This is an optimization exercise on Yosys and OpenROAD, whose aim is small area and a short achievable clock period, not a production implementation. At most, simulation tests tie the RTL to the original design; equivalence was not proved.

the reference run:
==> flow/design.v <==
`timescale 1ns / 1ps
module Console(
    output [6:0]sseg,
    input [3:0]hex,
	 input n_valid   
    );
    assign sseg = (n_valid) ? 7'b1000000:
						(hex == 4'd0) ? 7'b0111111 :
						(hex == 4'd1) ? 7'b0000110 :
						(hex == 4'd2) ? 7'b1011011 :
						(hex == 4'd3) ? 7'b1001111:
						(hex == 4'd4) ? 7'b1100110 :
						(hex == 4'd5) ? 7'b1101101 :
						(hex == 4'd6) ? 7'b1111101 :
						(hex == 4'd7) ? 7'b0000111 :
						(hex == 4'd8) ? 7'b1111111 :
						(hex == 4'd9) ? 7'b1100111 :
						(hex == 4'd10) ? 7'b1110111 :
						(hex == 4'd11) ? 7'b1111100 :
						(hex == 4'd12) ? 7'b0111001 :
						(hex == 4'd13) ? 7'b1011110 :
						(hex == 4'd14) ? 7'b1111001 :
						7'b1110001 ;
endmodule
module Microprocessor(
    output mem_write,
    output mem_read,
    output reg_write,
    output [1:0]op,
    output [6:0]reg_num,
    output [6:0]pc_high,
    output [6:0]pc_low,
    output [7:0]instruction_address,
    output [6:0]rwd_1,
    output [6:0]rwd_0,
    output [1:0]r_symbol,
    input oscillator,
    input reset,
    input [7:0]instruction
    );
    reg [7:0] pc;
    reg [7:0] r [0:3];
    reg       valid;       
    reg [1:0] opc;         
    reg [1:0] rn;          
    reg [7:0] disp;        
    reg [6:0] pch_q, pcl_q;  
    wire [1:0] op_i = instruction[7:6];
    wire [1:0] sa   = instruction[5:4];
    wire [1:0] sb   = instruction[3:2];
    wire [7:0] ra = r[sa];
    wire [7:0] rb = r[sb];
    wire [9:0] qd [0:3];
    genvar k, n;
    generate
        for (k = 0; k < 4; k = k + 1) begin : rq
            assign qd[k][0] = (r[k][7:2] == 6'd63);
            for (n = 1; n < 10; n = n + 1) begin : d
                assign qd[k][n] = (r[k][7:2] == n - 1);
            end
        end
    endgenerate
    wire [9:0] qs = qd[sa];
    wire [1:0] l  = ra[1:0];
    wire       b0p = (l == 2'd3);
    wire       b2m = (l == 2'd0);
    wire       b3m = ~l[1];
    wire [7:0] rs [0:3];
    generate
        for (n = 0; n < 8; n = n + 1) begin : rsel
            assign rs[0][n] = b0p ? qs[n]   : qs[n+1];
            assign rs[1][n] = qs[n+1];
            assign rs[2][n] = b2m ? qs[n+2] : qs[n+1];
            assign rs[3][n] = b3m ? qs[n+2] : qs[n+1];
        end
    endgenerate
    wire [1:0] bk = l + instruction[1:0];
    wire [3:0] bs = 4'b0001 << bk;
    wire       st = (op_i == 2'b10);
    wire [7:0] bd [0:3];            
    generate
        for (k = 0; k < 4; k = k + 1) begin : bank
            wire [7:0] acc [0:8];
            assign acc[0] = 8'd0;
            for (n = 0; n < 8; n = n + 1) begin : row
                localparam integer A = 4 * n + k;
                reg [7:0] w;
                always @(posedge oscillator or posedge reset)
                    if (reset)
                        w <= (A < 16) ? A : 16 - A;
                    else if (st && bs[k] && rs[k][n])
                        w <= rb;
                assign acc[n+1] = acc[n] | ({8{rs[k][n]}} & w);
            end
            assign bd[k] = acc[8];
        end
    endgenerate
    wire [7:0] rdata = ({8{bs[0]}} & bd[0]) | ({8{bs[1]}} & bd[1]) |
                       ({8{bs[2]}} & bd[2]) | ({8{bs[3]}} & bd[3]);
    wire [7:0] g0 = ra & rb;
    wire [7:0] p0 = ra ^ rb;
    wire [7:0] g1, p1, g2, p2, g3;
    generate
        for (n = 0; n < 8; n = n + 1) begin : pfx
            if (n >= 1) begin : l1
                assign g1[n] = g0[n] | (p0[n] & g0[n-1]);
                assign p1[n] = p0[n] & p0[n-1];
            end else begin : l1z
                assign g1[n] = g0[n];
                assign p1[n] = p0[n];
            end
            if (n >= 2) begin : l2
                assign g2[n] = g1[n] | (p1[n] & g1[n-2]);
                assign p2[n] = p1[n] & p1[n-2];
            end else begin : l2z
                assign g2[n] = g1[n];
                assign p2[n] = p1[n];
            end
            if (n >= 4) begin : l3
                assign g3[n] = g2[n] | (p2[n] & g2[n-4]);
            end else begin : l3z
                assign g3[n] = g2[n];
            end
        end
    endgenerate
    wire [7:0] sum = p0 ^ {g3[6:0], 1'b0};
    wire [7:0] wdata = instruction[6] ? rdata : sum;
    wire [1:0] wsel  = instruction[6] ? sb : instruction[1:0];
    wire       wen   = ~instruction[7];
    wire [7:0] pc_p1 = pc + 8'd1;
    wire [7:0] pc_p2 = {pc[7:1] + 7'd1, pc[0]};
    wire [7:0] pc_m1 = pc - 8'd1;
    reg  [7:0] pc_next;
    always @(*) begin
        if (op_i != 2'b11)
            pc_next = pc_p1;
        else case (instruction[1:0])
            2'b00: pc_next = pc_p1;
            2'b01: pc_next = pc_p2;
            2'b10: pc_next = pc_m1;
            default: pc_next = pc;
        endcase
    end
    wire [6:0] pch_d, pcl_d;
    Console c_pch (pch_d, pc_next[7:4], 1'b0);
    Console c_pcl (pcl_d, pc_next[3:0], 1'b0);
    always @(posedge oscillator or posedge reset) begin
        if (reset) begin
            pc <= 8'd0;
            r[0] <= 8'd0; r[1] <= 8'd0; r[2] <= 8'd0; r[3] <= 8'd0;
            valid <= 1'b0;
            pch_q <= 7'h3F; pcl_q <= 7'h3F;    
        end else begin
            pc <= pc_next;
            pch_q <= pch_d; pcl_q <= pcl_d;
            if (wen) r[wsel] <= wdata;
            valid <= wen;
        end
    end
    always @(posedge oscillator) begin
        opc  <= op_i;
        rn   <= wsel;
        disp <= wdata;
    end
    Console c_rwd1(rwd_1,   disp[7:4], ~valid);
    Console c_rwd0(rwd_0,   disp[3:0], ~valid);
    Console c_rn  (reg_num, {2'b00, rn}, ~valid);
    assign pc_high   = pch_q;
    assign pc_low    = pcl_q;
    assign instruction_address = pc;
    assign op        = opc;
    assign mem_write = (opc == 2'b10);
    assign mem_read  = (opc == 2'b01);
    assign reg_write = ~opc[1];
    assign r_symbol  = 2'b11;
endmodule
clock: 6.0 ns
lec_check: 0
abc_area: 1
cap_margin: 20
core_margin: 2
core_utilization: 58
cts_cluster_diameter: 80
cts_cluster_size: 30
setup_slack_margin: 3.0
slew_margin: 20
tns_end_percent: 0
run.sh (not shown) runs the stock make flow with config.mk's settings and CLKGATE_MAP_FILE= SYNTH_SCRIPT=/design/flow/synth_recipe.tcl, a recipe that flattens the netlist after the stock synthesis.
Having completed the whole flow, the reference run delivered a layout that passed the timing, design-rule and antenna checks.
What the trial run does differently from the reference run at the input level:
--- a/flow/design.v
+++ b/flow/design.v
@@ -43,9 +43,9 @@
     reg       valid;       
     reg [1:0] opc;         
     reg [1:0] rn;          
     reg [7:0] disp;        
-    reg [6:0] pch_q, pcl_q;  
+    reg [6:0] pcl_q;       
     wire [1:0] op_i = instruction[7:6];
     wire [1:0] sa   = instruction[5:4];
     wire [1:0] sb   = instruction[3:2];
     wire [7:0] ra = r[sa];
@@ -140,20 +140,19 @@
             2'b10: pc_next = pc_m1;
             default: pc_next = pc;
         endcase
     end
-    wire [6:0] pch_d, pcl_d;
-    Console c_pch (pch_d, pc_next[7:4], 1'b0);
+    wire [6:0] pcl_d;
     Console c_pcl (pcl_d, pc_next[3:0], 1'b0);
     always @(posedge oscillator or posedge reset) begin
         if (reset) begin
             pc <= 8'd0;
             r[0] <= 8'd0; r[1] <= 8'd0; r[2] <= 8'd0; r[3] <= 8'd0;
             valid <= 1'b0;
-            pch_q <= 7'h3F; pcl_q <= 7'h3F;    
+            pcl_q <= 7'h3F;                    
         end else begin
             pc <= pc_next;
-            pch_q <= pch_d; pcl_q <= pcl_d;
+            pcl_q <= pcl_d;
             if (wen) r[wsel] <= wdata;
             valid <= wen;
         end
     end
@@ -164,9 +163,9 @@
     end
     Console c_rwd1(rwd_1,   disp[7:4], ~valid);
     Console c_rwd0(rwd_0,   disp[3:0], ~valid);
     Console c_rn  (reg_num, {2'b00, rn}, ~valid);
-    assign pc_high   = pch_q;
+    Console c_pch (pc_high, pc[7:4],   1'b0);
     assign pc_low    = pcl_q;
     assign instruction_address = pc;
     assign op        = opc;
     assign mem_write = (opc == 2'b10);
[summary]
- Comparing the reference run with the trial run, the fraction of synthesized cell area in xor and xnor cells came out essentially unchanged.
- On footprint of the multi-input gates, the higher figure sits with the trial run, not the reference run.
- Compared the trial run vs the reference run, and number of logic stages on the critical path including buffering is down in the trial run.
- Row end-of-flow core utilization: the trial run higher / the reference run lower
- Of the trial run and the reference run, it is the trial run that has the higher final cell count.
- A worst setup path startpoint of instruction[2] is what the trial run shows, while instruction[5] belongs to the reference run.
- Summary — worst setup slack, the trial run relative to the reference run: lower, by 0.087 ns.
- When the trial run is measured against the reference run, its wire length after detailed routing turns out 2.2% higher.
- Summary — sequential-to-total area share from yosys stat, the trial run relative to the reference run: lower, by 0.66 points.
No functional check of the RTL was part of the trial run.

[static timing again, ports no longer ideal]
The flow's constraints put no driver on any port. The routed layouts listed below were extracted and timed again, unchanged, in two steps. Step 1 sets driving cells, clkbuf_16 on the clock port and buf_2 on the other inputs (assumed; they add their load-dependent delay and slew). Step 2, shift: input delay + t, output delay - t, t = (earliest + latest rising clock arrival at the registers) / 2. This alone moves slack from input paths to output paths. Slacks: ideal ports / drivers / drivers and shift; pairs: ideal ports / drivers.
run | shift t [ns] | setup WS [ns] | slew at the worst register clock pin (ns) | worst data-port slew with drivers (ns) | pins driven straight from the clock port
the reference run | 0.575 | 2.762 / 2.729 / 2.221 | 0.12 / 0.12 | 0.04 | 1
the trial run | 0.567 | 2.675 / 2.692 / 2.135 | 0.12 / 0.12 | 0.05 | 1
After both steps setup and hold are still met in every run listed. For the reference run, which loses most, drivers alone change the setup slack by -0.033 ns; drivers and shift together by -0.541 ns.
